What follows belongs to an exercise in optimizing a design on an open flow for small area; a production flow would make more cautious choices. The RTL was checked by simulation tests, not by an equivalence proof against the original design. Power and IR drop assume default switching activity.

## flow/design.v (module list and top-level ports; edited modules follow where they fit)
// module IKAOPLL_srlatch: 14 lines
// module IKAOPLL_dlatch: 10 lines
// module IKAOPLL_sr: 26 lines
// module IKAOPLL_timinggen: 107 lines
// module IKAOPLL_reg: 286 lines
// module IKAOPLL_rw_synchronizer: 47 lines
// module IKAOPLL_d9reg: 21 lines
// module IKAOPLL_instrom: 224 lines
// module IKAOPLL_lfo: 72 lines
// module IKAOPLL_pg: 237 lines
// module IKAOPLL_eg: 280 lines
// module IKAOPLL_op: 175 lines
// module IKAOPLL_logsinrom: 43 lines
// module IKAOPLL_exprom: 43 lines
// module IKAOPLL_dac: 74 lines
// module IKAOPLL: 226 lines
// module ikaopll_top: 51 lines
module ikaopll_top (
    input   wire                i_EMUCLK,
    input   wire                i_phiM_PCEN_n,
    input   wire                i_IC_n,
    input   wire                i_ALTPATCH_EN,
    input   wire                i_CS_n,
    input   wire                i_WR_n,
    input   wire                i_A0,
    input   wire        [7:0]   i_D,
    output  wire        [1:0]   o_D,
    output  wire                o_D_OE,
    output  wire                o_DAC_EN_MO,
    output  wire                o_DAC_EN_RO,
    output  wire                o_IMP_NOFLUC_SIGN,
    output  wire        [7:0]   o_IMP_NOFLUC_MAG,
    output  wire signed [9:0]   o_IMP_FLUC_SIGNED_MO,
    output  wire signed [9:0]   o_IMP_FLUC_SIGNED_RO,
    input   wire signed [4:0]   i_ACC_SIGNED_MOVOL,
    input   wire signed [4:0]   i_ACC_SIGNED_ROVOL,
    output  wire                o_ACC_SIGNED_STRB,
    output  wire signed [15:0]  o_ACC_SIGNED
);
  // ...
==> flow/run.sh <==
#!/bin/bash
# synth_recipe.tcl (not shown) runs the flow's synth.tcl, then flattens the netlist and writes it again
# the make line also repeats each setting of config.mk as NAME=value (left out here)
make -C /OpenROAD-flow-scripts/flow DESIGN_CONFIG=/design/flow/config.mk WORK_HOME=/design/flow/orfs CLKGATE_MAP_FILE= SYNTH_SCRIPT=/design/flow/synth_recipe.tcl finish
==> flow/config.mk <==
export PLATFORM = sky130hd
export DESIGN_NAME = ikaopll_top
export DESIGN_NICKNAME = ikaopll_top
export VERILOG_FILES = /design/flow/design.v
export SDC_FILE = /design/flow/constraint.sdc
export NUM_CORES = 4
export LEC_CHECK = 0
export CAP_MARGIN = 20
export CORE_MARGIN = 2
export CORE_UTILIZATION = 45
export SLEW_MARGIN = 20
==> flow/constraint.sdc <==
create_clock -name core_clock -period 10.0 [get_ports {i_EMUCLK}]
set_input_delay 2.0000 -clock core_clock [delete_from_list [all_inputs] [get_ports {i_EMUCLK}]]
set_output_delay 2.0000 -clock core_clock [all_outputs]
set_load 0.01 [all_outputs]
==> impl_metrics.json, run 1 <==
{
  "status": "no timing/DRC/antenna violations",
  "holdWs_ps": 326,
  "start_kind": "flip-flop",
  "post_cts_buffers": 0,
  "cts.sinks": 1653,
  "grt_pass1_vias": 44600,
  "drv_cap": 0,
  "layout.nonclk_buf_share_pct": 1.76,
  "multi_input_area_share_pct": 30.2,
  "place_inst": 7860,
  "ctsResizeCount": 0,
  "clk_latency_ps": 840,
  "fin_total_pwr_mw": 25.1,
  "yosys.cell_count.top_type": "edfxtp_1",
  "intPower_mw": 16.2,
  "num_vias": 45600,
  "period_share_pct": 78.3,
  "power_leader": "sequential cells",
  "synthSimpleGateAreaFrac_pct": 9.48,
  "synth_ff_type": "edfxtp_1",
  "cp.depth": 26,
  "clock_buffers": 210,
  "grtUsageMet2_pct": 31.9,
  "ys_types": 97,
  "cp-end-kind": "flip-flop",
  "final_area_um2": 85000
}
==> module IKAOPLL_instrom, before the edit <==
module IKAOPLL_instrom #(parameter INSTROM_STYLE = 0) (
    input   wire            i_EMUCLK,
    input   wire            i_phi1_PCEN_n,  
    input   wire            i_ALTPATCH_EN,
    input   wire    [3:0]   i_INST_ADDR,
    input   wire            i_BD0_SEL, i_HH_SEL, i_TT_SEL, i_BD1_SEL, i_SD_SEL, i_TC_SEL,
    input   wire            i_MnC_SEL,  
    output  wire    [5:0]   o_TL_ROM,
    output  wire            o_DC_ROM, o_DM_ROM,
    output  wire    [2:0]   o_FB_ROM,
    output  wire            o_AM_ROM, o_PM_ROM, o_ETYP_ROM, o_KSR_ROM,
    output  wire    [3:0]   o_MUL_ROM,
    output  wire    [1:0]   o_KSL_ROM,
    output  wire    [3:0]   o_AR_ROM, o_DR_ROM, o_SL_ROM, o_RR_ROM
);
wire            percussion_sel = |{i_BD0_SEL, i_HH_SEL, i_TT_SEL, i_BD1_SEL, i_SD_SEL, i_TC_SEL};
reg     [5:0]   mem_addr;
always @(*) begin
    if(percussion_sel) begin
        case({i_BD0_SEL, i_HH_SEL, i_TT_SEL, i_BD1_SEL, i_SD_SEL, i_TC_SEL})
            6'b100000: mem_addr = {i_ALTPATCH_EN, 1'b1, 4'h0};
            6'b010000: mem_addr = {i_ALTPATCH_EN, 1'b1, 4'h1};
            6'b001000: mem_addr = {i_ALTPATCH_EN, 1'b1, 4'h2};
            6'b000100: mem_addr = {i_ALTPATCH_EN, 1'b1, 4'h3};
            6'b000010: mem_addr = {i_ALTPATCH_EN, 1'b1, 4'h4};
            6'b000001: mem_addr = {i_ALTPATCH_EN, 1'b1, 4'h5};
            default:   mem_addr = {i_ALTPATCH_EN, 1'b1, 4'hF};
        endcase
    end
    else begin
        mem_addr = {i_ALTPATCH_EN, 1'b0, i_INST_ADDR};
    end
end
reg     [62:0]  mem_q;
generate
if(INSTROM_STYLE == 0) begin
always @(posedge i_EMUCLK) if(!i_phi1_PCEN_n) begin
    case(mem_addr)
        6'h00: mem_q <= 63'b000000_0_0_000_00_00_00_00_00000000_0000_00000000_00000000_00000000_00000000;
        6'h01: mem_q <= 63'b011110_1_0_111_00_11_11_10_00010001_0000_11010111_00001000_00000001_00000111;
        6'h02: mem_q <= 63'b011010_0_1_101_00_01_00_10_00110001_0000_11011111_10000111_00100001_00110011;
        6'h03: mem_q <= 63'b011001_0_0_000_00_00_00_10_00110001_1000_11111100_00100100_00010010_00010011;
        6'h04: mem_q <= 63'b001110_0_0_111_00_01_11_10_00010001_0000_10100110_10000100_01110010_00000111;
        6'h05: mem_q <= 63'b011110_0_0_110_00_00_11_10_00100001_0000_11100111_00000110_00000010_00001000;
        6'h06: mem_q <= 63'b010110_0_0_101_00_00_11_10_00010010_0000_11100111_00000001_00000001_00001000;
        6'h07: mem_q <= 63'b011101_0_0_111_00_01_11_00_00010001_0000_10001000_00100001_00010000_00000111;
        6'h08: mem_q <= 63'b101101_1_0_100_00_00_11_00_00110001_0000_10100111_00100010_00000000_00000111;
        6'h09: mem_q <= 63'b011011_0_0_110_00_11_11_00_00010001_0000_01100110_01000101_00010001_00000111;
        6'h0A: mem_q <= 63'b001011_1_1_000_00_11_01_00_00010001_0000_10001111_01010111_01110000_00010111;
        6'h0B: mem_q <= 63'b000011_1_0_001_00_00_00_10_00110001_1000_11111110_10100100_00010000_00000100;
        6'h0C: mem_q <= 63'b100100_0_0_111_01_01_00_10_01110001_0000_11111111_10001000_00100001_00100010;
        6'h0D: mem_q <= 63'b001100_0_0_101_00_11_10_01_00010000_0000_11001111_00100101_00100100_00000010;
        6'h0E: mem_q <= 63'b010101_0_0_011_00_00_00_00_00010001_0100_11001001_10010101_00000000_00110010;
        6'h0F: mem_q <= 63'b001001_0_0_011_00_11_10_00_00010001_1000_11111110_00010100_01000001_00000011;
        6'h10: mem_q <= 63'b011000_0_1_111_00_00_00_00_00010000_0000_11010000_11110000_01100000_10100000;  
        6'h11: mem_q <= 63'b000000_0_0_000_00_00_00_00_00010000_0000_11000000_10000000_10100000_01110000;  
        6'h12: mem_q <= 63'b000000_0_0_000_00_00_00_00_01010000_0000_11110000_10000000_01010000_10010000;  
        6'h13: mem_q <= 63'b000000_0_0_000_00_00_00_00_00000001_0000_00001111_00001000_00000110_00001101;  
        6'h14: mem_q <= 63'b000000_0_0_000_00_00_00_00_00000001_0000_00001101_00001000_00000100_00001000;  
        6'h15: mem_q <= 63'b000000_0_0_000_00_00_00_00_00000001_0000_00001010_00001010_00000101_00000101;  
        6'h16: mem_q <= 63'b000000_0_0_000_00_00_00_00_00000000_0000_00000000_00000000_00000000_00000000;
        6'h17: mem_q <= 63'b000000_0_0_000_00_00_00_00_00000000_0000_00000000_00000000_00000000_00000000;
        6'h18: mem_q <= 63'b000000_0_0_000_00_00_00_00_00000000_0000_00000000_00000000_00000000_00000000;
        6'h19: mem_q <= 63'b000000_0_0_000_00_00_00_00_00000000_0000_00000000_00000000_00000000_00000000;
        6'h1A: mem_q <= 63'b000000_0_0_000_00_00_00_00_00000000_0000_00000000_00000000_00000000_00000000;
        6'h1B: mem_q <= 63'b000000_0_0_000_00_00_00_00_00000000_0000_00000000_00000000_00000000_00000000;
        6'h1C: mem_q <= 63'b000000_0_0_000_00_00_00_00_00000000_0000_00000000_00000000_00000000_00000000;
        6'h1D: mem_q <= 63'b000000_0_0_000_00_00_00_00_00000000_0000_00000000_00000000_00000000_00000000;
        6'h1E: mem_q <= 63'b000000_0_0_000_00_00_00_00_00000000_0000_00000000_00000000_00000000_00000000;
        6'h1F: mem_q <= 63'b000000_0_0_000_00_00_00_00_00000000_0000_00000000_00000000_00000000_00000000;
        6'h20: mem_q <= 63'b000000_0_0_000_00_00_00_00_00000000_0000_00000000_00000000_00000000_00000000;
        6'h21: mem_q <= 63'b000101_0_0_110_00_00_01_00_00110001_0000_11101000_10000001_01000010_00100111;
        6'h22: mem_q <= 63'b010100_0_1_101_00_01_00_10_00110001_0000_11011111_10000110_00100001_00110010;
        6'h23: mem_q <= 63'b001000_0_1_000_00_00_00_11_00010001_0000_11111011_10100010_00100001_00000010;
        6'h24: mem_q <= 63'b001100_0_0_111_00_01_11_10_00010001_0000_10100110_10000100_01100010_00010111;
        6'h25: mem_q <= 63'b011110_0_0_110_00_00_11_10_00100001_0000_11100111_00010110_00000010_00011000;
        6'h26: mem_q <= 63'b000110_0_0_000_00_00_00_00_00100001_0000_10101110_00110010_11111111_01000100;
        6'h27: mem_q <= 63'b011101_0_0_111_00_01_11_00_00010001_0000_10001000_00100001_00010000_00010111;
        6'h28: mem_q <= 63'b100010_1_0_111_00_00_11_00_00110001_0000_10100111_00100010_00000001_00010111;
        6'h29: mem_q <= 63'b100101_0_0_000_00_00_10_11_01010001_0000_01000111_00000011_01110000_00100001;
        6'h2A: mem_q <= 63'b001111_0_1_111_10_00_10_10_01010001_0000_10101010_10000101_01010000_00010010;
        6'h2B: mem_q <= 63'b100100_0_0_111_01_01_00_10_01110001_0000_11111111_10001000_00100001_00100010;
        6'h2C: mem_q <= 63'b010001_0_0_110_00_10_11_10_00010011_0000_01100111_01010100_00010001_10000110;
        6'h2D: mem_q <= 63'b010011_0_0_101_00_00_00_00_00010010_1100_11001001_10010101_00000000_00110010;
        6'h2E: mem_q <= 63'b001100_0_0_000_00_11_11_00_00010011_0000_10011100_01000000_00111111_00110110;
        6'h2F: mem_q <= 63'b001101_0_0_000_00_01_11_01_00010010_0000_11001101_00010101_01010000_01100110;
        6'h30: mem_q <= 63'b011000_0_1_111_00_00_00_00_00010000_0000_11010000_11110000_01100000_10100000;  
        6'h31: mem_q <= 63'b000000_0_0_000_00_00_00_00_00010000_0000_11000000_10000000_10100000_01110000;  
        6'h32: mem_q <= 63'b000000_0_0_000_00_00_00_00_01010000_0000_11110000_10000000_01010000_10010000;  
        6'h33: mem_q <= 63'b000000_0_0_000_00_00_00_00_00000001_0000_00001111_00001000_00000110_00001101;  
        6'h34: mem_q <= 63'b000000_0_0_000_00_00_00_00_00000001_0000_00001101_00001000_00000100_00001000;  
        6'h35: mem_q <= 63'b000000_0_0_000_00_00_00_00_00000001_0000_00001010_00001010_00000101_00000101;  
        6'h36: mem_q <= 63'b000000_0_0_000_00_00_00_00_00000000_0000_00000000_00000000_00000000_00000000;
        6'h37: mem_q <= 63'b000000_0_0_000_00_00_00_00_00000000_0000_00000000_00000000_00000000_00000000;
        6'h38: mem_q <= 63'b000000_0_0_000_00_00_00_00_00000000_0000_00000000_00000000_00000000_00000000;
        6'h39: mem_q <= 63'b000000_0_0_000_00_00_00_00_00000000_0000_00000000_00000000_00000000_00000000;
        6'h3A: mem_q <= 63'b000000_0_0_000_00_00_00_00_00000000_0000_00000000_00000000_00000000_00000000;
        6'h3B: mem_q <= 63'b000000_0_0_000_00_00_00_00_00000000_0000_00000000_00000000_00000000_00000000;
        6'h3C: mem_q <= 63'b000000_0_0_000_00_00_00_00_00000000_0000_00000000_00000000_00000000_00000000;
        6'h3D: mem_q <= 63'b000000_0_0_000_00_00_00_00_00000000_0000_00000000_00000000_00000000_00000000;
        6'h3E: mem_q <= 63'b000000_0_0_000_00_00_00_00_00000000_0000_00000000_00000000_00000000_00000000;
        6'h3F: mem_q <= 63'b000000_0_0_000_00_00_00_00_00000000_0000_00000000_00000000_00000000_00000000;
    endcase
end
end
else if(INSTROM_STYLE == 1) begin
reg     [62:0]  inst_q;
reg     [62:0]  perc_q;
reg             ipsel;  
always @(posedge i_EMUCLK) if(!i_phi1_PCEN_n) ipsel <= mem_addr[4];  
always @(*) mem_q = ipsel ? perc_q : inst_q;
always @(posedge i_EMUCLK) if(!i_phi1_PCEN_n) begin
    case({mem_addr[5], mem_addr[3:0]})
        5'h00: inst_q <= 63'b000000_0_0_000_00_00_00_00_00000000_0000_00000000_00000000_00000000_00000000;
        5'h01: inst_q <= 63'b011110_1_0_111_00_11_11_10_00010001_0000_11010111_00001000_00000001_00000111;
        5'h02: inst_q <= 63'b011010_0_1_101_00_01_00_10_00110001_0000_11011111_10000111_00100001_00110011;
        5'h03: inst_q <= 63'b011001_0_0_000_00_00_00_10_00110001_1000_11111100_00100100_00010010_00010011;
        5'h04: inst_q <= 63'b001110_0_0_111_00_01_11_10_00010001_0000_10100110_10000100_01110010_00000111;
        5'h05: inst_q <= 63'b011110_0_0_110_00_00_11_10_00100001_0000_11100111_00000110_00000010_00001000;
        5'h06: inst_q <= 63'b010110_0_0_101_00_00_11_10_00010010_0000_11100111_00000001_00000001_00001000;
        5'h07: inst_q <= 63'b011101_0_0_111_00_01_11_00_00010001_0000_10001000_00100001_00010000_00000111;
        5'h08: inst_q <= 63'b101101_1_0_100_00_00_11_00_00110001_0000_10100111_00100010_00000000_00000111;
        5'h09: inst_q <= 63'b011011_0_0_110_00_11_11_00_00010001_0000_01100110_01000101_00010001_00000111;
        5'h0A: inst_q <= 63'b001011_1_1_000_00_11_01_00_00010001_0000_10001111_01010111_01110000_00010111;
        5'h0B: inst_q <= 63'b000011_1_0_001_00_00_00_10_00110001_1000_11111110_10100100_00010000_00000100;
        5'h0C: inst_q <= 63'b100100_0_0_111_01_01_00_10_01110001_0000_11111111_10001000_00100001_00100010;
        5'h0D: inst_q <= 63'b001100_0_0_101_00_11_10_01_00010000_0000_11001111_00100101_00100100_00000010;
        5'h0E: inst_q <= 63'b010101_0_0_011_00_00_00_00_00010001_0100_11001001_10010101_00000000_00110010;
        5'h0F: inst_q <= 63'b001001_0_0_011_00_11_10_00_00010001_1000_11111110_00010100_01000001_00000011;
        5'h10: inst_q <= 63'b000000_0_0_000_00_00_00_00_00000000_0000_00000000_00000000_00000000_00000000;
        5'h11: inst_q <= 63'b000101_0_0_110_00_00_01_00_00110001_0000_11101000_10000001_01000010_00100111;
        5'h12: inst_q <= 63'b010100_0_1_101_00_01_00_10_00110001_0000_11011111_10000110_00100001_00110010;
        5'h13: inst_q <= 63'b001000_0_1_000_00_00_00_11_00010001_0000_11111011_10100010_00100001_00000010;
        5'h14: inst_q <= 63'b001100_0_0_111_00_01_11_10_00010001_0000_10100110_10000100_01100010_00010111;
        5'h15: inst_q <= 63'b011110_0_0_110_00_00_11_10_00100001_0000_11100111_00010110_00000010_00011000;
        5'h16: inst_q <= 63'b000110_0_0_000_00_00_00_00_00100001_0000_10101110_00110010_11111111_01000100;
        5'h17: inst_q <= 63'b011101_0_0_111_00_01_11_00_00010001_0000_10001000_00100001_00010000_00010111;
        5'h18: inst_q <= 63'b100010_1_0_111_00_00_11_00_00110001_0000_10100111_00100010_00000001_00010111;
        5'h19: inst_q <= 63'b100101_0_0_000_00_00_10_11_01010001_0000_01000111_00000011_01110000_00100001;
        5'h1A: inst_q <= 63'b001111_0_1_111_10_00_10_10_01010001_0000_10101010_10000101_01010000_00010010;
        5'h1B: inst_q <= 63'b100100_0_0_111_01_01_00_10_01110001_0000_11111111_10001000_00100001_00100010;
        5'h1C: inst_q <= 63'b010001_0_0_110_00_10_11_10_00010011_0000_01100111_01010100_00010001_10000110;
        5'h1D: inst_q <= 63'b010011_0_0_101_00_00_00_00_00010010_1100_11001001_10010101_00000000_00110010;
        5'h1E: inst_q <= 63'b001100_0_0_000_00_11_11_00_00010011_0000_10011100_01000000_00111111_00110110;
        5'h1F: inst_q <= 63'b001101_0_0_000_00_01_11_01_00010010_0000_11001101_00010101_01010000_01100110;
    endcase
    case(mem_addr[2:0])
        3'h0:  perc_q <= 63'b011000_0_1_111_00_00_00_00_00010000_0000_11010000_11110000_01100000_10100000;  
        3'h1:  perc_q <= 63'b000000_0_0_000_00_00_00_00_00010000_0000_11000000_10000000_10100000_01110000;  
        3'h2:  perc_q <= 63'b000000_0_0_000_00_00_00_00_01010000_0000_11110000_10000000_01010000_10010000;  
        3'h3:  perc_q <= 63'b000000_0_0_000_00_00_00_00_00000001_0000_00001111_00001000_00000110_00001101;  
        3'h4:  perc_q <= 63'b000000_0_0_000_00_00_00_00_00000001_0000_00001101_00001000_00000100_00001000;  
        3'h5:  perc_q <= 63'b000000_0_0_000_00_00_00_00_00000001_0000_00001010_00001010_00000101_00000101;  
        default: perc_q <= 63'b000000_0_0_000_00_00_00_00_00000000_0000_00000000_00000000_00000000_00000000;  
    endcase
end
end
else if(INSTROM_STYLE == 2) begin
always @(posedge i_EMUCLK) if(!i_phi1_PCEN_n) begin
    case(mem_addr)
        6'h01: mem_q <= 63'b011110_1_0_111_00_11_11_10_00010001_0000_11010111_00001000_00000001_00000111;
        6'h02: mem_q <= 63'b011010_0_1_101_00_01_00_10_00110001_0000_11011111_10000111_00100001_00110011;
        6'h03: mem_q <= 63'b011001_0_0_000_00_00_00_10_00110001_1000_11111100_00100100_00010010_00010011;
        6'h04: mem_q <= 63'b001110_0_0_111_00_01_11_10_00010001_0000_10100110_10000100_01110010_00000111;
        6'h05: mem_q <= 63'b011110_0_0_110_00_00_11_10_00100001_0000_11100111_00000110_00000010_00001000;
        6'h06: mem_q <= 63'b010110_0_0_101_00_00_11_10_00010010_0000_11100111_00000001_00000001_00001000;
        6'h07: mem_q <= 63'b011101_0_0_111_00_01_11_00_00010001_0000_10001000_00100001_00010000_00000111;
        6'h08: mem_q <= 63'b101101_1_0_100_00_00_11_00_00110001_0000_10100111_00100010_00000000_00000111;
        6'h09: mem_q <= 63'b011011_0_0_110_00_11_11_00_00010001_0000_01100110_01000101_00010001_00000111;
        6'h0A: mem_q <= 63'b001011_1_1_000_00_11_01_00_00010001_0000_10001111_01010111_01110000_00010111;
        6'h0B: mem_q <= 63'b000011_1_0_001_00_00_00_10_00110001_1000_11111110_10100100_00010000_00000100;
        6'h0C: mem_q <= 63'b100100_0_0_111_01_01_00_10_01110001_0000_11111111_10001000_00100001_00100010;
        6'h0D: mem_q <= 63'b001100_0_0_101_00_11_10_01_00010000_0000_11001111_00100101_00100100_00000010;
        6'h0E: mem_q <= 63'b010101_0_0_011_00_00_00_00_00010001_0100_11001001_10010101_00000000_00110010;
        6'h0F: mem_q <= 63'b001001_0_0_011_00_11_10_00_00010001_1000_11111110_00010100_01000001_00000011;
        6'h10: mem_q <= 63'b011000_0_1_111_00_00_00_00_00010000_0000_11010000_11110000_01100000_10100000;  
        6'h11: mem_q <= 63'b000000_0_0_000_00_00_00_00_00010000_0000_11000000_10000000_10100000_01110000;  
        6'h12: mem_q <= 63'b000000_0_0_000_00_00_00_00_01010000_0000_11110000_10000000_01010000_10010000;  
        6'h13: mem_q <= 63'b000000_0_0_000_00_00_00_00_00000001_0000_00001111_00001000_00000110_00001101;  
        6'h14: mem_q <= 63'b000000_0_0_000_00_00_00_00_00000001_0000_00001101_00001000_00000100_00001000;  
        6'h15: mem_q <= 63'b000000_0_0_000_00_00_00_00_00000001_0000_00001010_00001010_00000101_00000101;  
        6'h21: mem_q <= 63'b000101_0_0_110_00_00_01_00_00110001_0000_11101000_10000001_01000010_00100111;
        6'h22: mem_q <= 63'b010100_0_1_101_00_01_00_10_00110001_0000_11011111_10000110_00100001_00110010;
        6'h23: mem_q <= 63'b001000_0_1_000_00_00_00_11_00010001_0000_11111011_10100010_00100001_00000010;
        6'h24: mem_q <= 63'b001100_0_0_111_00_01_11_10_00010001_0000_10100110_10000100_01100010_00010111;
        6'h25: mem_q <= 63'b011110_0_0_110_00_00_11_10_00100001_0000_11100111_00010110_00000010_00011000;
        6'h26: mem_q <= 63'b000110_0_0_000_00_00_00_00_00100001_0000_10101110_00110010_11111111_01000100;
        6'h27: mem_q <= 63'b011101_0_0_111_00_01_11_00_00010001_0000_10001000_00100001_00010000_00010111;
        6'h28: mem_q <= 63'b100010_1_0_111_00_00_11_00_00110001_0000_10100111_00100010_00000001_00010111;
        6'h29: mem_q <= 63'b100101_0_0_000_00_00_10_11_01010001_0000_01000111_00000011_01110000_00100001;
        6'h2A: mem_q <= 63'b001111_0_1_111_10_00_10_10_01010001_0000_10101010_10000101_01010000_00010010;
        6'h2B: mem_q <= 63'b100100_0_0_111_01_01_00_10_01110001_0000_11111111_10001000_00100001_00100010;
        6'h2C: mem_q <= 63'b010001_0_0_110_00_10_11_10_00010011_0000_01100111_01010100_00010001_10000110;
        6'h2D: mem_q <= 63'b010011_0_0_101_00_00_00_00_00010010_1100_11001001_10010101_00000000_00110010;
        6'h2E: mem_q <= 63'b001100_0_0_000_00_11_11_00_00010011_0000_10011100_01000000_00111111_00110110;
        6'h2F: mem_q <= 63'b001101_0_0_000_00_01_11_01_00010010_0000_11001101_00010101_01010000_01100110;
        6'h30: mem_q <= 63'b011000_0_1_111_00_00_00_00_00010000_0000_11010000_11110000_01100000_10100000;  
        6'h31: mem_q <= 63'b000000_0_0_000_00_00_00_00_00010000_0000_11000000_10000000_10100000_01110000;  
        6'h32: mem_q <= 63'b000000_0_0_000_00_00_00_00_01010000_0000_11110000_10000000_01010000_10010000;  
        6'h33: mem_q <= 63'b000000_0_0_000_00_00_00_00_00000001_0000_00001111_00001000_00000110_00001101;  
        6'h34: mem_q <= 63'b000000_0_0_000_00_00_00_00_00000001_0000_00001101_00001000_00000100_00001000;  
        6'h35: mem_q <= 63'b000000_0_0_000_00_00_00_00_00000001_0000_00001010_00001010_00000101_00000101;  
        default: mem_q <= 63'b000000_0_0_000_00_00_00_00_00000000_0000_00000000_00000000_00000000_00000000;   
    endcase
end
end
endgenerate
reg             m_nc_sel_z;
always @(posedge i_EMUCLK) if(!i_phi1_PCEN_n) m_nc_sel_z <= i_MnC_SEL;  
assign  o_RR_ROM   = m_nc_sel_z ? mem_q[7:4] : mem_q[3:0];
assign  o_SL_ROM   = m_nc_sel_z ? mem_q[15:12] : mem_q[11:8];
assign  o_DR_ROM   = m_nc_sel_z ? mem_q[23:20] : mem_q[19:16];
assign  o_AR_ROM   = m_nc_sel_z ? mem_q[31:28] : mem_q[27:24];
assign  o_KSL_ROM  = m_nc_sel_z ? mem_q[35:34] : mem_q[33:32];
assign  o_MUL_ROM  = m_nc_sel_z ? mem_q[43:40] : mem_q[39:36];
assign  o_KSR_ROM  = m_nc_sel_z ? mem_q[45] : mem_q[44];
assign  o_ETYP_ROM = m_nc_sel_z ? mem_q[47] : mem_q[46];
assign  o_PM_ROM   = m_nc_sel_z ? mem_q[49] : mem_q[48];
assign  o_AM_ROM   = m_nc_sel_z ? mem_q[51] : mem_q[50];
assign  o_FB_ROM   = mem_q[54:52];
assign  o_DM_ROM   = mem_q[55];
assign  o_DC_ROM   = mem_q[56];
assign  o_TL_ROM   = mem_q[62:57];
endmodule
==> inputs of run 2 (changes only) <==
--- a/flow/design.v
+++ b/flow/design.v
@@ -546,70 +546,72 @@
 generate
 if(INSTROM_STYLE == 0) begin
-always @(posedge i_EMUCLK) if(!i_phi1_PCEN_n) begin
-    case(mem_addr)
-        6'h00: mem_q <= 63'b000000_0_0_000_00_00_00_00_00000000_0000_00000000_00000000_00000000_00000000;
-        6'h01: mem_q <= 63'b011110_1_0_111_00_11_11_10_00010001_0000_11010111_00001000_00000001_00000111;
-        6'h02: mem_q <= 63'b011010_0_1_101_00_01_00_10_00110001_0000_11011111_10000111_00100001_00110011;
-        6'h03: mem_q <= 63'b011001_0_0_000_00_00_00_10_00110001_1000_11111100_00100100_00010010_00010011;
-        6'h04: mem_q <= 63'b001110_0_0_111_00_01_11_10_00010001_0000_10100110_10000100_01110010_00000111;
-        6'h05: mem_q <= 63'b011110_0_0_110_00_00_11_10_00100001_0000_11100111_00000110_00000010_00001000;
-        6'h06: mem_q <= 63'b010110_0_0_101_00_00_11_10_00010010_0000_11100111_00000001_00000001_00001000;
-        6'h07: mem_q <= 63'b011101_0_0_111_00_01_11_00_00010001_0000_10001000_00100001_00010000_00000111;
-        6'h08: mem_q <= 63'b101101_1_0_100_00_00_11_00_00110001_0000_10100111_00100010_00000000_00000111;
-        6'h09: mem_q <= 63'b011011_0_0_110_00_11_11_00_00010001_0000_01100110_01000101_00010001_00000111;
-        6'h0A: mem_q <= 63'b001011_1_1_000_00_11_01_00_00010001_0000_10001111_01010111_01110000_00010111;
-        6'h0B: mem_q <= 63'b000011_1_0_001_00_00_00_10_00110001_1000_11111110_10100100_00010000_00000100;
-        6'h0C: mem_q <= 63'b100100_0_0_111_01_01_00_10_01110001_0000_11111111_10001000_00100001_00100010;
-        6'h0D: mem_q <= 63'b001100_0_0_101_00_11_10_01_00010000_0000_11001111_00100101_00100100_00000010;
-        6'h0E: mem_q <= 63'b010101_0_0_011_00_00_00_00_00010001_0100_11001001_10010101_00000000_00110010;
-        6'h0F: mem_q <= 63'b001001_0_0_011_00_11_10_00_00010001_1000_11111110_00010100_01000001_00000011;
-        6'h10: mem_q <= 63'b011000_0_1_111_00_00_00_00_00010000_0000_11010000_11110000_01100000_10100000;  
-        6'h11: mem_q <= 63'b000000_0_0_000_00_00_00_00_00010000_0000_11000000_10000000_10100000_01110000;  
-        6'h12: mem_q <= 63'b000000_0_0_000_00_00_00_00_01010000_0000_11110000_10000000_01010000_10010000;  
-        6'h13: mem_q <= 63'b000000_0_0_000_00_00_00_00_00000001_0000_00001111_00001000_00000110_00001101;  
-        6'h14: mem_q <= 63'b000000_0_0_000_00_00_00_00_00000001_0000_00001101_00001000_00000100_00001000;  
-        6'h15: mem_q <= 63'b000000_0_0_000_00_00_00_00_00000001_0000_00001010_00001010_00000101_00000101;  
-        6'h16: mem_q <= 63'b000000_0_0_000_00_00_00_00_00000000_0000_00000000_00000000_00000000_00000000;
-        6'h17: mem_q <= 63'b000000_0_0_000_00_00_00_00_00000000_0000_00000000_00000000_00000000_00000000;
-        6'h18: mem_q <= 63'b000000_0_0_000_00_00_00_00_00000000_0000_00000000_00000000_00000000_00000000;
-        6'h19: mem_q <= 63'b000000_0_0_000_00_00_00_00_00000000_0000_00000000_00000000_00000000_00000000;
-        6'h1A: mem_q <= 63'b000000_0_0_000_00_00_00_00_00000000_0000_00000000_00000000_00000000_00000000;
-        6'h1B: mem_q <= 63'b000000_0_0_000_00_00_00_00_00000000_0000_00000000_00000000_00000000_00000000;
-        6'h1C: mem_q <= 63'b000000_0_0_000_00_00_00_00_00000000_0000_00000000_00000000_00000000_00000000;
-        6'h1D: mem_q <= 63'b000000_0_0_000_00_00_00_00_00000000_0000_00000000_00000000_00000000_00000000;
-        6'h1E: mem_q <= 63'b000000_0_0_000_00_00_00_00_00000000_0000_00000000_00000000_00000000_00000000;
-        6'h1F: mem_q <= 63'b000000_0_0_000_00_00_00_00_00000000_0000_00000000_00000000_00000000_00000000;
-        6'h20: mem_q <= 63'b000000_0_0_000_00_00_00_00_00000000_0000_00000000_00000000_00000000_00000000;
-        6'h21: mem_q <= 63'b000101_0_0_110_00_00_01_00_00110001_0000_11101000_10000001_01000010_00100111;
-        6'h22: mem_q <= 63'b010100_0_1_101_00_01_00_10_00110001_0000_11011111_10000110_00100001_00110010;
-        6'h23: mem_q <= 63'b001000_0_1_000_00_00_00_11_00010001_0000_11111011_10100010_00100001_00000010;
-        6'h24: mem_q <= 63'b001100_0_0_111_00_01_11_10_00010001_0000_10100110_10000100_01100010_00010111;
-        6'h25: mem_q <= 63'b011110_0_0_110_00_00_11_10_00100001_0000_11100111_00010110_00000010_00011000;
-        6'h26: mem_q <= 63'b000110_0_0_000_00_00_00_00_00100001_0000_10101110_00110010_11111111_01000100;
-        6'h27: mem_q <= 63'b011101_0_0_111_00_01_11_00_00010001_0000_10001000_00100001_00010000_00010111;
-        6'h28: mem_q <= 63'b100010_1_0_111_00_00_11_00_00110001_0000_10100111_00100010_00000001_00010111;
-        6'h29: mem_q <= 63'b100101_0_0_000_00_00_10_11_01010001_0000_01000111_00000011_01110000_00100001;
-        6'h2A: mem_q <= 63'b001111_0_1_111_10_00_10_10_01010001_0000_10101010_10000101_01010000_00010010;
-        6'h2B: mem_q <= 63'b100100_0_0_111_01_01_00_10_01110001_0000_11111111_10001000_00100001_00100010;
-        6'h2C: mem_q <= 63'b010001_0_0_110_00_10_11_10_00010011_0000_01100111_01010100_00010001_10000110;
-        6'h2D: mem_q <= 63'b010011_0_0_101_00_00_00_00_00010010_1100_11001001_10010101_00000000_00110010;
-        6'h2E: mem_q <= 63'b001100_0_0_000_00_11_11_00_00010011_0000_10011100_01000000_00111111_00110110;
-        6'h2F: mem_q <= 63'b001101_0_0_000_00_01_11_01_00010010_0000_11001101_00010101_01010000_01100110;
-        6'h30: mem_q <= 63'b011000_0_1_111_00_00_00_00_00010000_0000_11010000_11110000_01100000_10100000;  
-        6'h31: mem_q <= 63'b000000_0_0_000_00_00_00_00_00010000_0000_11000000_10000000_10100000_01110000;  
-        6'h32: mem_q <= 63'b000000_0_0_000_00_00_00_00_01010000_0000_11110000_10000000_01010000_10010000;  
-        6'h33: mem_q <= 63'b000000_0_0_000_00_00_00_00_00000001_0000_00001111_00001000_00000110_00001101;  
-        6'h34: mem_q <= 63'b000000_0_0_000_00_00_00_00_00000001_0000_00001101_00001000_00000100_00001000;  
-        6'h35: mem_q <= 63'b000000_0_0_000_00_00_00_00_00000001_0000_00001010_00001010_00000101_00000101;  
-        6'h36: mem_q <= 63'b000000_0_0_000_00_00_00_00_00000000_0000_00000000_00000000_00000000_00000000;
-        6'h37: mem_q <= 63'b000000_0_0_000_00_00_00_00_00000000_0000_00000000_00000000_00000000_00000000;
-        6'h38: mem_q <= 63'b000000_0_0_000_00_00_00_00_00000000_0000_00000000_00000000_00000000_00000000;
-        6'h39: mem_q <= 63'b000000_0_0_000_00_00_00_00_00000000_0000_00000000_00000000_00000000_00000000;
-        6'h3A: mem_q <= 63'b000000_0_0_000_00_00_00_00_00000000_0000_00000000_00000000_00000000_00000000;
-        6'h3B: mem_q <= 63'b000000_0_0_000_00_00_00_00_00000000_0000_00000000_00000000_00000000_00000000;
-        6'h3C: mem_q <= 63'b000000_0_0_000_00_00_00_00_00000000_0000_00000000_00000000_00000000_00000000;
-        6'h3D: mem_q <= 63'b000000_0_0_000_00_00_00_00_00000000_0000_00000000_00000000_00000000_00000000;
-        6'h3E: mem_q <= 63'b000000_0_0_000_00_00_00_00_00000000_0000_00000000_00000000_00000000_00000000;
-        6'h3F: mem_q <= 63'b000000_0_0_000_00_00_00_00_00000000_0000_00000000_00000000_00000000_00000000;
+reg     [5:0]   mem_addr_z;
+always @(posedge i_EMUCLK) if(!i_phi1_PCEN_n) mem_addr_z <= mem_addr;
+always @(*) begin
+    case(mem_addr_z)
+        6'h00: mem_q = 63'b000000_0_0_000_00_00_00_00_00000000_0000_00000000_00000000_00000000_00000000;
+        6'h01: mem_q = 63'b011110_1_0_111_00_11_11_10_00010001_0000_11010111_00001000_00000001_00000111;
+        6'h02: mem_q = 63'b011010_0_1_101_00_01_00_10_00110001_0000_11011111_10000111_00100001_00110011;
+        6'h03: mem_q = 63'b011001_0_0_000_00_00_00_10_00110001_1000_11111100_00100100_00010010_00010011;
+        6'h04: mem_q = 63'b001110_0_0_111_00_01_11_10_00010001_0000_10100110_10000100_01110010_00000111;
+        6'h05: mem_q = 63'b011110_0_0_110_00_00_11_10_00100001_0000_11100111_00000110_00000010_00001000;
+        6'h06: mem_q = 63'b010110_0_0_101_00_00_11_10_00010010_0000_11100111_00000001_00000001_00001000;
+        6'h07: mem_q = 63'b011101_0_0_111_00_01_11_00_00010001_0000_10001000_00100001_00010000_00000111;
+        6'h08: mem_q = 63'b101101_1_0_100_00_00_11_00_00110001_0000_10100111_00100010_00000000_00000111;
+        6'h09: mem_q = 63'b011011_0_0_110_00_11_11_00_00010001_0000_01100110_01000101_00010001_00000111;
+        6'h0A: mem_q = 63'b001011_1_1_000_00_11_01_00_00010001_0000_10001111_01010111_01110000_00010111;
+        6'h0B: mem_q = 63'b000011_1_0_001_00_00_00_10_00110001_1000_11111110_10100100_00010000_00000100;
+        6'h0C: mem_q = 63'b100100_0_0_111_01_01_00_10_01110001_0000_11111111_10001000_00100001_00100010;
+        6'h0D: mem_q = 63'b001100_0_0_101_00_11_10_01_00010000_0000_11001111_00100101_00100100_00000010;
+        6'h0E: mem_q = 63'b010101_0_0_011_00_00_00_00_00010001_0100_11001001_10010101_00000000_00110010;
+        6'h0F: mem_q = 63'b001001_0_0_011_00_11_10_00_00010001_1000_11111110_00010100_01000001_00000011;
+        6'h10: mem_q = 63'b011000_0_1_111_00_00_00_00_00010000_0000_11010000_11110000_01100000_10100000;  
+        6'h11: mem_q = 63'b000000_0_0_000_00_00_00_00_00010000_0000_11000000_10000000_10100000_01110000;  
+        6'h12: mem_q = 63'b000000_0_0_000_00_00_00_00_01010000_0000_11110000_10000000_01010000_10010000;  
+        6'h13: mem_q = 63'b000000_0_0_000_00_00_00_00_00000001_0000_00001111_00001000_00000110_00001101;  
+        6'h14: mem_q = 63'b000000_0_0_000_00_00_00_00_00000001_0000_00001101_00001000_00000100_00001000;  
+        6'h15: mem_q = 63'b000000_0_0_000_00_00_00_00_00000001_0000_00001010_00001010_00000101_00000101;  
+        6'h16: mem_q = 63'b000000_0_0_000_00_00_00_00_00000000_0000_00000000_00000000_00000000_00000000;
+        6'h17: mem_q = 63'b000000_0_0_000_00_00_00_00_00000000_0000_00000000_00000000_00000000_00000000;
+        6'h18: mem_q = 63'b000000_0_0_000_00_00_00_00_00000000_0000_00000000_00000000_00000000_00000000;
+        6'h19: mem_q = 63'b000000_0_0_000_00_00_00_00_00000000_0000_00000000_00000000_00000000_00000000;
+        6'h1A: mem_q = 63'b000000_0_0_000_00_00_00_00_00000000_0000_00000000_00000000_00000000_00000000;
+        6'h1B: mem_q = 63'b000000_0_0_000_00_00_00_00_00000000_0000_00000000_00000000_00000000_00000000;
+        6'h1C: mem_q = 63'b000000_0_0_000_00_00_00_00_00000000_0000_00000000_00000000_00000000_00000000;
+        6'h1D: mem_q = 63'b000000_0_0_000_00_00_00_00_00000000_0000_00000000_00000000_00000000_00000000;
+        6'h1E: mem_q = 63'b000000_0_0_000_00_00_00_00_00000000_0000_00000000_00000000_00000000_00000000;
+        6'h1F: mem_q = 63'b000000_0_0_000_00_00_00_00_00000000_0000_00000000_00000000_00000000_00000000;
+        6'h20: mem_q = 63'b000000_0_0_000_00_00_00_00_00000000_0000_00000000_00000000_00000000_00000000;
+        6'h21: mem_q = 63'b000101_0_0_110_00_00_01_00_00110001_0000_11101000_10000001_01000010_00100111;
+        6'h22: mem_q = 63'b010100_0_1_101_00_01_00_10_00110001_0000_11011111_10000110_00100001_00110010;
+        6'h23: mem_q = 63'b001000_0_1_000_00_00_00_11_00010001_0000_11111011_10100010_00100001_00000010;
+        6'h24: mem_q = 63'b001100_0_0_111_00_01_11_10_00010001_0000_10100110_10000100_01100010_00010111;
+        6'h25: mem_q = 63'b011110_0_0_110_00_00_11_10_00100001_0000_11100111_00010110_00000010_00011000;
+        6'h26: mem_q = 63'b000110_0_0_000_00_00_00_00_00100001_0000_10101110_00110010_11111111_01000100;
+        6'h27: mem_q = 63'b011101_0_0_111_00_01_11_00_00010001_0000_10001000_00100001_00010000_00010111;
+        6'h28: mem_q = 63'b100010_1_0_111_00_00_11_00_00110001_0000_10100111_00100010_00000001_00010111;
+        6'h29: mem_q = 63'b100101_0_0_000_00_00_10_11_01010001_0000_01000111_00000011_01110000_00100001;
+        6'h2A: mem_q = 63'b001111_0_1_111_10_00_10_10_01010001_0000_10101010_10000101_01010000_00010010;
+        6'h2B: mem_q = 63'b100100_0_0_111_01_01_00_10_01110001_0000_11111111_10001000_00100001_00100010;
+        6'h2C: mem_q = 63'b010001_0_0_110_00_10_11_10_00010011_0000_01100111_01010100_00010001_10000110;
+        6'h2D: mem_q = 63'b010011_0_0_101_00_00_00_00_00010010_1100_11001001_10010101_00000000_00110010;
+        6'h2E: mem_q = 63'b001100_0_0_000_00_11_11_00_00010011_0000_10011100_01000000_00111111_00110110;
+        6'h2F: mem_q = 63'b001101_0_0_000_00_01_11_01_00010010_0000_11001101_00010101_01010000_01100110;
+        6'h30: mem_q = 63'b011000_0_1_111_00_00_00_00_00010000_0000_11010000_11110000_01100000_10100000;  
+        6'h31: mem_q = 63'b000000_0_0_000_00_00_00_00_00010000_0000_11000000_10000000_10100000_01110000;  
+        6'h32: mem_q = 63'b000000_0_0_000_00_00_00_00_01010000_0000_11110000_10000000_01010000_10010000;  
+        6'h33: mem_q = 63'b000000_0_0_000_00_00_00_00_00000001_0000_00001111_00001000_00000110_00001101;  
+        6'h34: mem_q = 63'b000000_0_0_000_00_00_00_00_00000001_0000_00001101_00001000_00000100_00001000;  
+        6'h35: mem_q = 63'b000000_0_0_000_00_00_00_00_00000001_0000_00001010_00001010_00000101_00000101;  
+        6'h36: mem_q = 63'b000000_0_0_000_00_00_00_00_00000000_0000_00000000_00000000_00000000_00000000;
+        6'h37: mem_q = 63'b000000_0_0_000_00_00_00_00_00000000_0000_00000000_00000000_00000000_00000000;
+        6'h38: mem_q = 63'b000000_0_0_000_00_00_00_00_00000000_0000_00000000_00000000_00000000_00000000;
+        6'h39: mem_q = 63'b000000_0_0_000_00_00_00_00_00000000_0000_00000000_00000000_00000000_00000000;
+        6'h3A: mem_q = 63'b000000_0_0_000_00_00_00_00_00000000_0000_00000000_00000000_00000000_00000000;
+        6'h3B: mem_q = 63'b000000_0_0_000_00_00_00_00_00000000_0000_00000000_00000000_00000000_00000000;
+        6'h3C: mem_q = 63'b000000_0_0_000_00_00_00_00_00000000_0000_00000000_00000000_00000000_00000000;
+        6'h3D: mem_q = 63'b000000_0_0_000_00_00_00_00_00000000_0000_00000000_00000000_00000000_00000000;
+        6'h3E: mem_q = 63'b000000_0_0_000_00_00_00_00_00000000_0000_00000000_00000000_00000000_00000000;
+        6'h3F: mem_q = 63'b000000_0_0_000_00_00_00_00_00000000_0000_00000000_00000000_00000000_00000000;
     endcase
 end
@@ -867,40 +869,19 @@
     endcase
 end
-reg     [3:0]   cyc1r_mul;
-reg     [16:0]  cyc1r_phase_shifted;
-reg     [18:0]  cyc1r_phase_prev;
-always @(posedge emuclk) if(!phi1ncen_n) begin
+reg     [3:0]   cyc1c_mul;
+always @(*) begin
     case(cyc0r_mul)
-        4'h0: cyc1r_mul <= 4'd0;
-        4'h1: cyc1r_mul <= 4'd1;
-        4'h2: cyc1r_mul <= 4'd2;
-        4'h3: cyc1r_mul <= 4'd3;
-        4'h4: cyc1r_mul <= 4'd4;
-        4'h5: cyc1r_mul <= 4'd5;
-        4'h6: cyc1r_mul <= 4'd6;
-        4'h7: cyc1r_mul <= 4'd7;
-        4'h8: cyc1r_mul <= 4'd8;
-        4'h9: cyc1r_mul <= 4'd9;
-        4'hA: cyc1r_mul <= 4'd10;
-        4'hB: cyc1r_mul <= 4'd10;
-        4'hC: cyc1r_mul <= 4'd12;
-        4'hD: cyc1r_mul <= 4'd12;
-        4'hE: cyc1r_mul <= 4'd15;
-        4'hF: cyc1r_mul <= 4'd15;
+        4'hB:    cyc1c_mul = 4'd10;
+        4'hD:    cyc1c_mul = 4'd12;
+        4'hE:    cyc1c_mul = 4'd15;
+        default: cyc1c_mul = cyc0r_mul;
     endcase
-    cyc1r_phase_shifted <= cyc1c_blockshifter1;
-    cyc1r_phase_prev <= ~(i_PG_PHASE_RST | i_TEST[2]) ? cyc18r_phase_sr_out : 19'd0;
-end
-reg     [20:0]  cyc2r_phase_multiplied;  
-reg     [18:0]  cyc2r_phase_prev;
-always @(posedge emuclk) if(!phi1ncen_n) begin
-    if(cyc1r_mul == 4'd0) cyc2r_phase_multiplied <= {5'b00000, cyc1r_phase_shifted[16:1]};
-    else begin
-        cyc2r_phase_multiplied <= cyc1r_phase_shifted * cyc1r_mul;
-    end
-    cyc2r_phase_prev <= cyc1r_phase_prev;
 end
+wire    [18:0]  cyc1c_phase_delta = (cyc0r_mul == 4'd0) ? {3'b000, cyc1c_blockshifter1[16:1]} : cyc1c_blockshifter1 * cyc1c_mul;
+reg     [18:0]  cyc1r_phase_current, cyc2r_phase_current;
 always @(posedge emuclk) if(!phi1ncen_n) begin
-    cyc3r_phase_current <= cyc2r_phase_multiplied[18:0] + cyc2r_phase_prev;
+    cyc1r_phase_current <= cyc1c_phase_delta + (~(i_PG_PHASE_RST | i_TEST[2]) ? cyc18r_phase_sr_out : 19'd0);
+    cyc2r_phase_current <= cyc1r_phase_current;
+    cyc3r_phase_current <= cyc2r_phase_current;
 end
 end
@@ -1502,42 +1483,100 @@
     input   wire            i_CEN_n,  
     input   wire    [4:0]   i_ADDR,
-    output  reg     [45:0]  o_DATA
+    output  wire    [45:0]  o_DATA
 );
-always @(posedge i_EMUCLK) if(!i_CEN_n) begin
-    case(i_ADDR)
-        5'd0 : o_DATA <= 46'b11100111110100011101111_00110011001110101111010;
-        5'd1 : o_DATA <= 46'b10110101101100111101110_11000011100110000011010;
-        5'd2 : o_DATA <= 46'b10100101111101011000100_01011110001010100001010;
-        5'd3 : o_DATA <= 46'b10100001010111111111001_00101011100010010010011;
-        5'd4 : o_DATA <= 46'b10100001000110110110010_11110010001110010101001;
-        5'd5 : o_DATA <= 46'b01110101010110110010011_00100010000110100110010;
-        5'd6 : o_DATA <= 46'b01110101000110010011000_11010011100010000101001;
-        5'd7 : o_DATA <= 46'b01110001010101010101001_01000110000010010010001;
-        5'd8 : o_DATA <= 46'b01110001000001001011111_10111011101010010111011;
-        5'd9 : o_DATA <= 46'b01110001000000001011110_00101010101010101111001;
-        5'd10: o_DATA <= 46'b01001101110011001101101_10111110001010111110000;
-        5'd11: o_DATA <= 46'b01001101110010001100101_11100101010001100010111;
-        5'd12: o_DATA <= 46'b01001101100011000100110_11010111110110100011000;
-        5'd13: o_DATA <= 46'b01001101100010000010111_01000001010111011111011;
-        5'd14: o_DATA <= 46'b01001001110011000010110_11000001001011000011011;
-        5'd15: o_DATA <= 46'b01001001110001000100001_01110001101001011111110;
-        5'd16: o_DATA <= 46'b01001001110000000100000_11101000110101110010111;
-        5'd17: o_DATA <= 46'b01001000100101001010011_01111110110100101100100;
-        5'd18: o_DATA <= 46'b01001000100101001000010_01111000001111110100010;
-        5'd19: o_DATA <= 46'b01001000100100001000010_11100100000111001111011;
-        5'd20: o_DATA <= 46'b00011100010111001110001_11110100011001001110111;
-        5'd21: o_DATA <= 46'b00011100010111001100000_11011100100001010100111;
-        5'd22: o_DATA <= 46'b00011100010110001010001_11001100101011001101010;
-        5'd23: o_DATA <= 46'b00011100010110000000011_10010101110001101110111;
-        5'd24: o_DATA <= 46'b00011100000111000010010_10011101000101111001111;
-        5'd25: o_DATA <= 46'b00011100000101000110011_00001001011001110100101;
-        5'd26: o_DATA <= 46'b00011100000101000100011_00000001000101110100111;
-        5'd27: o_DATA <= 46'b00011100000100000110000_00011101010001110010110;
-        5'd28: o_DATA <= 46'b00011100000100000000001_10011001001001100100111;
-        5'd29: o_DATA <= 46'b00011000010101000010001_10000101011001100000110;
-        5'd30: o_DATA <= 46'b00011000010101000010000_00001001001001100010100;
-        5'd31: o_DATA <= 46'b00011000010001001000010_00010101010101000100101;
-    endcase
-end
+reg     [4:0]   addr_z;
+always @(posedge i_EMUCLK) if(!i_CEN_n) addr_z <= i_ADDR;
+wire    [31:0]  col0 = 32'b10010111101110010110101111011000;
+assign  o_DATA[0] = col0[addr_z];
+wire    [31:0]  col1 = 32'b00111101111111011110100100101111;
+assign  o_DATA[1] = col1[addr_z];
+wire    [31:0]  col2 = 32'b11111111101100111000100000000000;
+assign  o_DATA[2] = col2[addr_z];
+wire    [31:0]  col3 = 32'b00000001010010001111001101010111;
+assign  o_DATA[3] = col3[addr_z];
+wire    [31:0]  col4 = 32'b01001000100110011111111110101011;
+assign  o_DATA[4] = col4[addr_z];
+wire    [31:0]  col5 = 32'b10010110111111101010011101110001;
+assign  o_DATA[5] = col5[addr_z];
+wire    [31:0]  col6 = 32'b00000001110110101010011000000001;
+assign  o_DATA[6] = col6[addr_z];
+wire    [31:0]  col7 = 32'b00001111001001011010010110011000;
+assign  o_DATA[7] = col7[addr_z];
+wire    [31:0]  col8 = 32'b01111111100001110001111000100101;
+assign  o_DATA[8] = col8[addr_z];
+wire    [31:0]  col9 = 32'b11111111111111011110100000000000;
+assign  o_DATA[9] = col9[addr_z];
+wire    [31:0]  col10 = 32'b00000000010011000111011111111111;
+assign  o_DATA[10] = col10[addr_z];
+wire    [31:0]  col11 = 32'b10000101000011110011000000110011;
+assign  o_DATA[11] = col11[addr_z];
+wire    [31:0]  col12 = 32'b01110010010101001100011100010101;
+assign  o_DATA[12] = col12[addr_z];
+wire    [31:0]  col13 = 32'b10101010100100110011100000000000;
+assign  o_DATA[13] = col13[addr_z];
+wire    [31:0]  col14 = 32'b00000000111000111001001101001010;
+assign  o_DATA[14] = col14[addr_z];
+wire    [31:0]  col15 = 32'b11111111100000001111100101001011;
+assign  o_DATA[15] = col15[addr_z];
+wire    [31:0]  col16 = 32'b00000000000000100001011111111111;
+assign  o_DATA[16] = col16[addr_z];
+wire    [31:0]  col17 = 32'b10101001111110100001110010000100;
+assign  o_DATA[17] = col17[addr_z];
+wire    [31:0]  col18 = 32'b01011011011001110000011100001100;
+assign  o_DATA[18] = col18[addr_z];
+wire    [31:0]  col19 = 32'b10011001101101101001010101010101;
+assign  o_DATA[19] = col19[addr_z];
+wire    [31:0]  col20 = 32'b00000000000111111000111100111001;
+assign  o_DATA[20] = col20[addr_z];
+wire    [31:0]  col21 = 32'b00000000011111111111100011010110;
+assign  o_DATA[21] = col21[addr_z];
+wire    [31:0]  col22 = 32'b00110001111110010101110101010010;
+assign  o_DATA[22] = col22[addr_z];
+wire    [31:0]  col23 = 32'b00110110110100101010110110101001;
+assign  o_DATA[23] = col23[addr_z];
+wire    [31:0]  col24 = 32'b10000111100011100111001100110011;
+assign  o_DATA[24] = col24[addr_z];
+wire    [31:0]  col25 = 32'b00000000000000000111111100000111;
+assign  o_DATA[25] = col25[addr_z];
+wire    [31:0]  col26 = 32'b00000000000000000000011111001011;
+assign  o_DATA[26] = col26[addr_z];
+wire    [31:0]  col27 = 32'b01101011010100100110001101111000;
+assign  o_DATA[27] = col27[addr_z];
+wire    [31:0]  col28 = 32'b00001110001100011001110010011011;
+assign  o_DATA[28] = col28[addr_z];
+wire    [31:0]  col29 = 32'b10000000011111100000111100001111;
+assign  o_DATA[29] = col29[addr_z];
+wire    [31:0]  col30 = 32'b00000000000000000000000011111111;
+assign  o_DATA[30] = col30[addr_z];
+wire    [31:0]  col31 = 32'b00000000000000000000000000111010;
+assign  o_DATA[31] = col31[addr_z];
+wire    [31:0]  col32 = 32'b11100111001101101101010110001100;
+assign  o_DATA[32] = col32[addr_z];
+wire    [31:0]  col33 = 32'b00000001111100000111110001111000;
+assign  o_DATA[33] = col33[addr_z];
+wire    [31:0]  col34 = 32'b01111111111111100000000011111111;
+assign  o_DATA[34] = col34[addr_z];
+wire    [31:0]  col35 = 32'b00000000000000000000000000000110;
+assign  o_DATA[35] = col35[addr_z];
+wire    [31:0]  col36 = 32'b11100000111100011100110010101101;
+assign  o_DATA[36] = col36[addr_z];
+wire    [31:0]  col37 = 32'b00000000000011111111110000000111;
+assign  o_DATA[37] = col37[addr_z];
+wire    [31:0]  col38 = 32'b00000000000000011111111111111111;
+assign  o_DATA[38] = col38[addr_z];
+wire    [31:0]  col39 = 32'b00000000000000000000000000000001;
+assign  o_DATA[39] = col39[addr_z];
+wire    [31:0]  col40 = 32'b00011111111100000011110001100111;
+assign  o_DATA[40] = col40[addr_z];
+wire    [31:0]  col41 = 32'b11111111111111111111110000000000;
+assign  o_DATA[41] = col41[addr_z];
+wire    [31:0]  col42 = 32'b11111111111100000000001111100010;
+assign  o_DATA[42] = col42[addr_z];
+wire    [31:0]  col43 = 32'b00000000000000000000001111111111;
+assign  o_DATA[43] = col43[addr_z];
+wire    [31:0]  col44 = 32'b00000000000011111111111111100001;
+assign  o_DATA[44] = col44[addr_z];
+wire    [31:0]  col45 = 32'b00000000000000000000000000011111;
+assign  o_DATA[45] = col45[addr_z];
 endmodule
 module IKAOPLL_exprom (
@@ -1545,42 +1584,104 @@
     input   wire            i_CEN_n,  
     input   wire    [4:0]   i_ADDR,
-    output  reg     [47:0]  o_DATA
+    output  wire    [47:0]  o_DATA
 );
-always @(posedge i_EMUCLK) if(!i_CEN_n) begin
-    case(i_ADDR)
-        5'd0 : o_DATA <= 48'b1001011100010110010001100_11000000011101010110000;
-        5'd1 : o_DATA <= 48'b1001011101010010001000010_11101001001000100000000;
-        5'd2 : o_DATA <= 48'b1001011101010010001001111_11001010011001110111011;
-        5'd3 : o_DATA <= 48'b1001011101110000010110000_11001010011101010110001;
-        5'd4 : o_DATA <= 48'b1001011101110100000110110_11100011001000110010000;
-        5'd5 : o_DATA <= 48'b1001011101110101001011001_11100001001001010011010;
-        5'd6 : o_DATA <= 48'b1001011101110101111000110_11000000011101110111000;
-        5'd7 : o_DATA <= 48'b1001011101110111110101001_11001000011000010101010;
-        5'd8 : o_DATA <= 48'b1011001100110011100100111_11001001011100010110001;
-        5'd9 : o_DATA <= 48'b1011001100110011111110010_11000010011001111110011;
-        5'd10: o_DATA <= 48'b1011101000100010111011101_11000010011101010110101;
-        5'd11: o_DATA <= 48'b1110100000000100100010011_11101011001000110010101;
-        5'd12: o_DATA <= 48'b1110100000001100000101100_11001011011100011110101;
-        5'd13: o_DATA <= 48'b1110100000001100011101011_11000000011011110110011;
-        5'd14: o_DATA <= 48'b1110100001001001001010100_11000000011111010110001;
-        5'd15: o_DATA <= 48'b1110100001001011000011010_11001001011010110110111;
-        5'd16: o_DATA <= 48'b1110100001001011010110101_11101001001110011010101;
-        5'd17: o_DATA <= 48'b1110100001001111101100000_11100110001001110010011;
-        5'd18: o_DATA <= 48'b1110100001001111101101111_11100110101101001010001;
-        5'd19: o_DATA <= 48'b1110100001111100110000001_11001111011001110111101;
-        5'd20: o_DATA <= 48'b1110100001111100110011110_11101111001110010011011;
-        5'd21: o_DATA <= 48'b1110110000111000101111001_11100110001110110010101;
-        5'd22: o_DATA <= 48'b1110110010110000011100110_11101110001010111010100;
-        5'd23: o_DATA <= 48'b1110110010110011010001101_11101000001101011011010;
-        5'd24: o_DATA <= 48'b1110110010110111001001011_11100001001001111011110;
-        5'd25: o_DATA <= 48'b1110110010110111011110100_11111001000011011000000;
-        5'd26: o_DATA <= 48'b1110111010010101010111011_11101000001111111011101;
-        5'd27: o_DATA <= 48'b1110111111000000100001100_11100100101000001011011;
-        5'd28: o_DATA <= 48'b1110111111000000111000011_11101100101000001010110;
-        5'd29: o_DATA <= 48'b1110111111000000111101101_11101101001110111011010;
-        5'd30: o_DATA <= 48'b1110111111000110100111110_11000001011100010110011;
-        5'd31: o_DATA <= 48'b1110111111000111111010001_11101000001000110011101;
-    endcase
-end
+reg     [4:0]   addr_z;
+always @(posedge i_EMUCLK) if(!i_CEN_n) addr_z <= i_ADDR;
+wire    [31:0]  col0 = 32'b11001100001111111111111100001100;
+assign  o_DATA[0] = col0[addr_z];
+wire    [31:0]  col1 = 32'b01111001100100101010001010100100;
+assign  o_DATA[1] = col1[addr_z];
+wire    [31:0]  col2 = 32'b10010101011010011001110000000000;
+assign  o_DATA[2] = col2[addr_z];
+wire    [31:0]  col3 = 32'b10101101100110000000000011100100;
+assign  o_DATA[3] = col3[addr_z];
+wire    [31:0]  col4 = 32'b11111101111111111111111101111101;
+assign  o_DATA[4] = col4[addr_z];
+wire    [31:0]  col5 = 32'b01000000000010001111011111001101;
+assign  o_DATA[5] = col5[addr_z];
+wire    [31:0]  col6 = 32'b00111111110001010001001000000000;
+assign  o_DATA[6] = col6[addr_z];
+wire    [31:0]  col7 = 32'b11100111111110111111111111111101;
+assign  o_DATA[7] = col7[addr_z];
+wire    [31:0]  col8 = 32'b10100101011010101010101001010110;
+assign  o_DATA[8] = col8[addr_z];
+wire    [31:0]  col9 = 32'b00000111100011100110011001101101;
+assign  o_DATA[9] = col9[addr_z];
+wire    [31:0]  col10 = 32'b00100110011100011110000000000000;
+assign  o_DATA[10] = col10[addr_z];
+wire    [31:0]  col11 = 32'b01100100101101010101010101001001;
+assign  o_DATA[11] = col11[addr_z];
+wire    [31:0]  col12 = 32'b11111101111111111111111111111111;
+assign  o_DATA[12] = col12[addr_z];
+wire    [31:0]  col13 = 32'b01000000000010001111011111001101;
+assign  o_DATA[13] = col13[addr_z];
+wire    [31:0]  col14 = 32'b00011000000001000000000000000000;
+assign  o_DATA[14] = col14[addr_z];
+wire    [31:0]  col15 = 32'b01100011000110011001100100110010;
+assign  o_DATA[15] = col15[addr_z];
+wire    [31:0]  col16 = 32'b00000000011111100001111000011100;
+assign  o_DATA[16] = col16[addr_z];
+wire    [31:0]  col17 = 32'b00111000011111100000000000000000;
+assign  o_DATA[17] = col17[addr_z];
+wire    [31:0]  col18 = 32'b10110110110110011001100110001110;
+assign  o_DATA[18] = col18[addr_z];
+wire    [31:0]  col19 = 32'b00000010000000000000000000000000;
+assign  o_DATA[19] = col19[addr_z];
+wire    [31:0]  col20 = 32'b10111111111101110000100000110010;
+assign  o_DATA[20] = col20[addr_z];
+wire    [31:0]  col21 = 32'b11111111111111111111111111111111;
+assign  o_DATA[21] = col21[addr_z];
+wire    [31:0]  col22 = 32'b11111111111111111111111111111111;
+assign  o_DATA[22] = col22[addr_z];
+wire    [31:0]  col23 = 32'b10110101101011010010110110100100;
+assign  o_DATA[23] = col23[addr_z];
+wire    [31:0]  col24 = 32'b01010101010101001010101101010110;
+assign  o_DATA[24] = col24[addr_z];
+wire    [31:0]  col25 = 32'b01101010110101010101010101010101;
+assign  o_DATA[25] = col25[addr_z];
+wire    [31:0]  col26 = 32'b01101101101101001011010010100101;
+assign  o_DATA[26] = col26[addr_z];
+wire    [31:0]  col27 = 32'b11000110001100011100111000111000;
+assign  o_DATA[27] = col27[addr_z];
+wire    [31:0]  col28 = 32'b01100110011001110011001110011000;
+assign  o_DATA[28] = col28[addr_z];
+wire    [31:0]  col29 = 32'b10110011011001100110011001100110;
+assign  o_DATA[29] = col29[addr_z];
+wire    [31:0]  col30 = 32'b10110110110110010010011011001001;
+assign  o_DATA[30] = col30[addr_z];
+wire    [31:0]  col31 = 32'b11111000001111100000111111000000;
+assign  o_DATA[31] = col31[addr_z];
+wire    [31:0]  col32 = 32'b10000111100001111100001111100000;
+assign  o_DATA[32] = col32[addr_z];
+wire    [31:0]  col33 = 32'b11000011100001111000011110000111;
+assign  o_DATA[33] = col33[addr_z];
+wire    [31:0]  col34 = 32'b11000111000111100011100011110001;
+assign  o_DATA[34] = col34[addr_z];
+wire    [31:0]  col35 = 32'b00000000001111111111000000000000;
+assign  o_DATA[35] = col35[addr_z];
+wire    [31:0]  col36 = 32'b00000111111110000000001111111111;
+assign  o_DATA[36] = col36[addr_z];
+wire    [31:0]  col37 = 32'b00000011111110000000011111111000;
+assign  o_DATA[37] = col37[addr_z];
+wire    [31:0]  col38 = 32'b11111000000111111100000011111110;
+assign  o_DATA[38] = col38[addr_z];
+wire    [31:0]  col39 = 32'b11111111110000000000000000000000;
+assign  o_DATA[39] = col39[addr_z];
+wire    [31:0]  col40 = 32'b11111000000000000000001111111111;
+assign  o_DATA[40] = col40[addr_z];
+wire    [31:0]  col41 = 32'b11111100000000000000011111111111;
+assign  o_DATA[41] = col41[addr_z];
+wire    [31:0]  col42 = 32'b11111111111000000000000011111111;
+assign  o_DATA[42] = col42[addr_z];
+wire    [31:0]  col43 = 32'b11111111111111111111110000000000;
+assign  o_DATA[43] = col43[addr_z];
+wire    [31:0]  col44 = 32'b00000000000000000000011111111111;
+assign  o_DATA[44] = col44[addr_z];
+wire    [31:0]  col45 = 32'b11111111111111111111111100000000;
+assign  o_DATA[45] = col45[addr_z];
+wire    [31:0]  col46 = 32'b11111111111111111111100000000000;
+assign  o_DATA[46] = col46[addr_z];
+wire    [31:0]  col47 = 32'b11111111111111111111111111111111;
+assign  o_DATA[47] = col47[addr_z];
 endmodule
 module IKAOPLL_dac (
==> impl_metrics.json, run 2 <==
{
  "status": "no timing/DRC/antenna violations",
  "ys_seq_area_share_pct": 61.9,
  "regMostFlops": "u_opll.u_PG.u_cyc4r_cyc18r_phase_sr.sr",
  "period_share_pct": 86.9,
  "cp.arrival_ps": 9300,
  "power_leakage_nw": 28.7,
  "crit_fanout": 33,
  "fin_skew_ps": 38.6,
  "multi_input_area_um2": 24600,
  "maxSlewHeadroom_pct": 23.1,
  "dp_slack_ps": 1370,
  "setup_viol": 0,
  "floorplan.initialDensity_pct": 45.3,
  "drive_gt1_share_pct": 6.85,
  "yosysWarnings": 44,
  "grt_pass1_vias": 41500,
  "hp-class": "reg -> reg",
  "netSwitchingPower_mw": 7.96,
  "mostFrequentLayoutCell": "edfxtp_1",
  "core_um2": 154000,
  "crit_path_frequent_cell": "a21oi_1",
  "cts_buffer_depth": 3,
  "synth_top_area_share_pct": 58.1,
  "final_area_um2": 77600,
  "synth_common_cells": "1348 x edfxtp_1, 545 x nand2_1, 452 x nor2_1",
  "setup_ws_ps": 1310,
  "drv_cap": 0,
  "die_h_um": 398,
  "reg2reg_from": "u_opll.u_OP.cyc18r_fb[2]",
  "drt_first_pass_iters": 6,
  "largest_reg_flops": 285,
  "grt_pass1_wl_um": 241000,
  "ys_types": 85,
  "route.detailed.drc": 0,
  "overflow": 0,
  "postSynthAreaPerCell_um2": 12.6,
  "drtAntennaViolNets": 0,
  "grt_max_degree": 199,
  "slowest_stage": "edfxtp_1",
  "p_seq_share_pct": 36.5,
  "path_clk_slew_ps": 60,
  "setup-tns-final_ps": 0,
  "routed_wl_um": 155000,
  "yosysTopAreaCell": "edfxtp_1",
  "largestRegisters": "u_opll.u_PG.u_cyc4r_cyc18r_phase_sr.sr (285), u_opll.u_EG.u_cyc3r_cyc19r_attnlvreg.sr (119)",
  "fill_cells": 13300,
  "cp_top_family": "compound AO/OA/AOI/OAI gates",
  "antenna_found_initial": 7,
  "path_class": "reg -> reg",
  "vias_per_cell": 5.55,
  "crit_buf_inv": 4,
  "area.growth.synth_to_final_pct": 11.3,
  "drt-initial-drc-count": 4089,
  "most-common-layout-cells": "1348 x edfxtp_1, 545 x nand2_1, 450 x nor2_1",
  "post_cts_buffers": 0,
  "track_usage_pct": 19.4,
  "drv_slew": 0,
  "ir_drop_uv": 238,
  "cts_buffers": 153,
  "synth_edf_count": 1348,
  "start_kind": "flip-flop",
  "synth_ff_type": "edfxtp_1",
  "fmax_mhz": 115,
  "netlist_area_um2": 69700,
  "intPower_mw": 14.3,
  "num_vias": 42900,
  "dp_hpwl_um": 101000,
  "ys_async_sr_fraction_pct": 0,
  "share_comb_of_total_power_pct": 38.2,
  "pwr-share-clk_pct": 25.4,
  "ys_seq_elements": 1481,
  "worstMarginPinSlew_ps": 1150,
  "gp_congestion": 0.914,
  "pin_count": 76,
  "clock-root-buffer": "clkbuf_16",
  "crit_start": "u_opll.u_OP.cyc18r_fb[2]",
  "synth_fp_nets": 5951,
  "post-route-min-period_ps": 8690,
  "clk_latency_ps": 790,
  "layout.nets": 5953,
  "powerDensity_nw_per_um2": 287,
  "hold_buffers": 0,
  "htreeDepth": 4,
  "yosys.cell_count.top_type": "edfxtp_1",
  "ctsResizeCount": 0,
  "dpl_cell_area_um2": 72500,
  "final_hold_viol_count": 0,
  "cp-end-kind": "flip-flop",
  "wire_per_inst_um": 20.0,
  "io_buffers": 75,
  "cts.sinks": 1481,
  "swShare_pct": 35.7,
  "ys_top_cells_by_area": "edfxtp_1 58%, ha_1 4.3%, fa_1 4.2%",
  "cts_tree": "done",
  "syn_inst": 5544,
  "num_rows": 144,
  "rsz0062_at_grt": "no",
  "regArea_um2": 43100,
  "worstPathRequired_ps": 10600,
  "cpPeakStageDelay_ps": 1000,
  "fin_total_pwr_mw": 22.3,
  "die_area_um2": 158000,
  "die_w_um": 398
}
[run 2: changes by cell type after synthesis, moves of 20 or more]
cell	delta
buf_1	+20
edfxtp_1	-172
nand2b_1	+24
a21oi_1	+51
mux2i_1	-31
buf_2	-26
nand2_1	-27
mux4_2	-24
[run 2: cell type report]
type                       instances  area share (%)
antenna                            2         0.00645
clock buffer                     197            5.32
clock inverter                    87            1.16
inverter                         243            1.19
multi-input combinational       3523            31.7
sequential                      1481            55.6
tap                             2044            3.30
timing repair buffer             144            1.73
[run 2: power groups by stage]
stage	combinational, mW	clock [mW]	sequential (mW)
after floorplan	6.52	0	8.05
after global placement	8.41	0	8.23
after detailed placement	8.46	0	8.24
after CTS	8.54	5.82	8.12
after global routing	9.64	6.05	8.19
final	8.51	5.65	8.12
[run 2: kinds of logic after synthesis]
family | share of synthesized area [%]
AO/OA/AOI/OAI | 10.5
multiplexers | 3.47
buffers and inverters | 2.93
AND/OR/NAND/NOR | 10.2
flip-flops | 61.9
adder cells (fa/ha/maj) | 8.45
XOR/XNOR | 2.58
[run 2: routing by layer]
layer | vias up | track usage [%] | part of all wire (%)
met5 | - | 0 | 0.0045
met4 | 2 | 6.47 | 2.6
met1 | 21200 | 28.3 | 47
met2 | 1135 | 29.7 | 45
met3 | 249 | 2.97 | 5.1
li1 | 20300 | - | -
[run 2: stage by stage]
step           util, %  cells  hold slack, ps
2_1_floorplan        -   5544             310
3_3_place_gp      47.1   7433             310
3_5_place_dp      47.1   7433             312
4_1_cts           50.4   7717             310
5_1_grt           50.4   7719             328
6_report          50.4   7721             309
[run 2: final timing paths]
check	endpoint	slack [ps]	cells after the start
setup reg to reg	u_opll.u_OP.cyc19r_lswave_raw[10]	1310	38
hold reg to reg	flip-flop	310	0
setup / recovery	u_opll.u_OP.cyc19r_lswave_raw[10]	1310	38
hold / removal	flip-flop	310	0

Check on run 2: ideal ports give 1.308 ns setup slack; a clkbuf_16 on the clock port and buf_2 on the inputs give 1.308 ns; moving port delays by the midpoint clock arrival (0.856 ns) as well gives 1.308 ns.
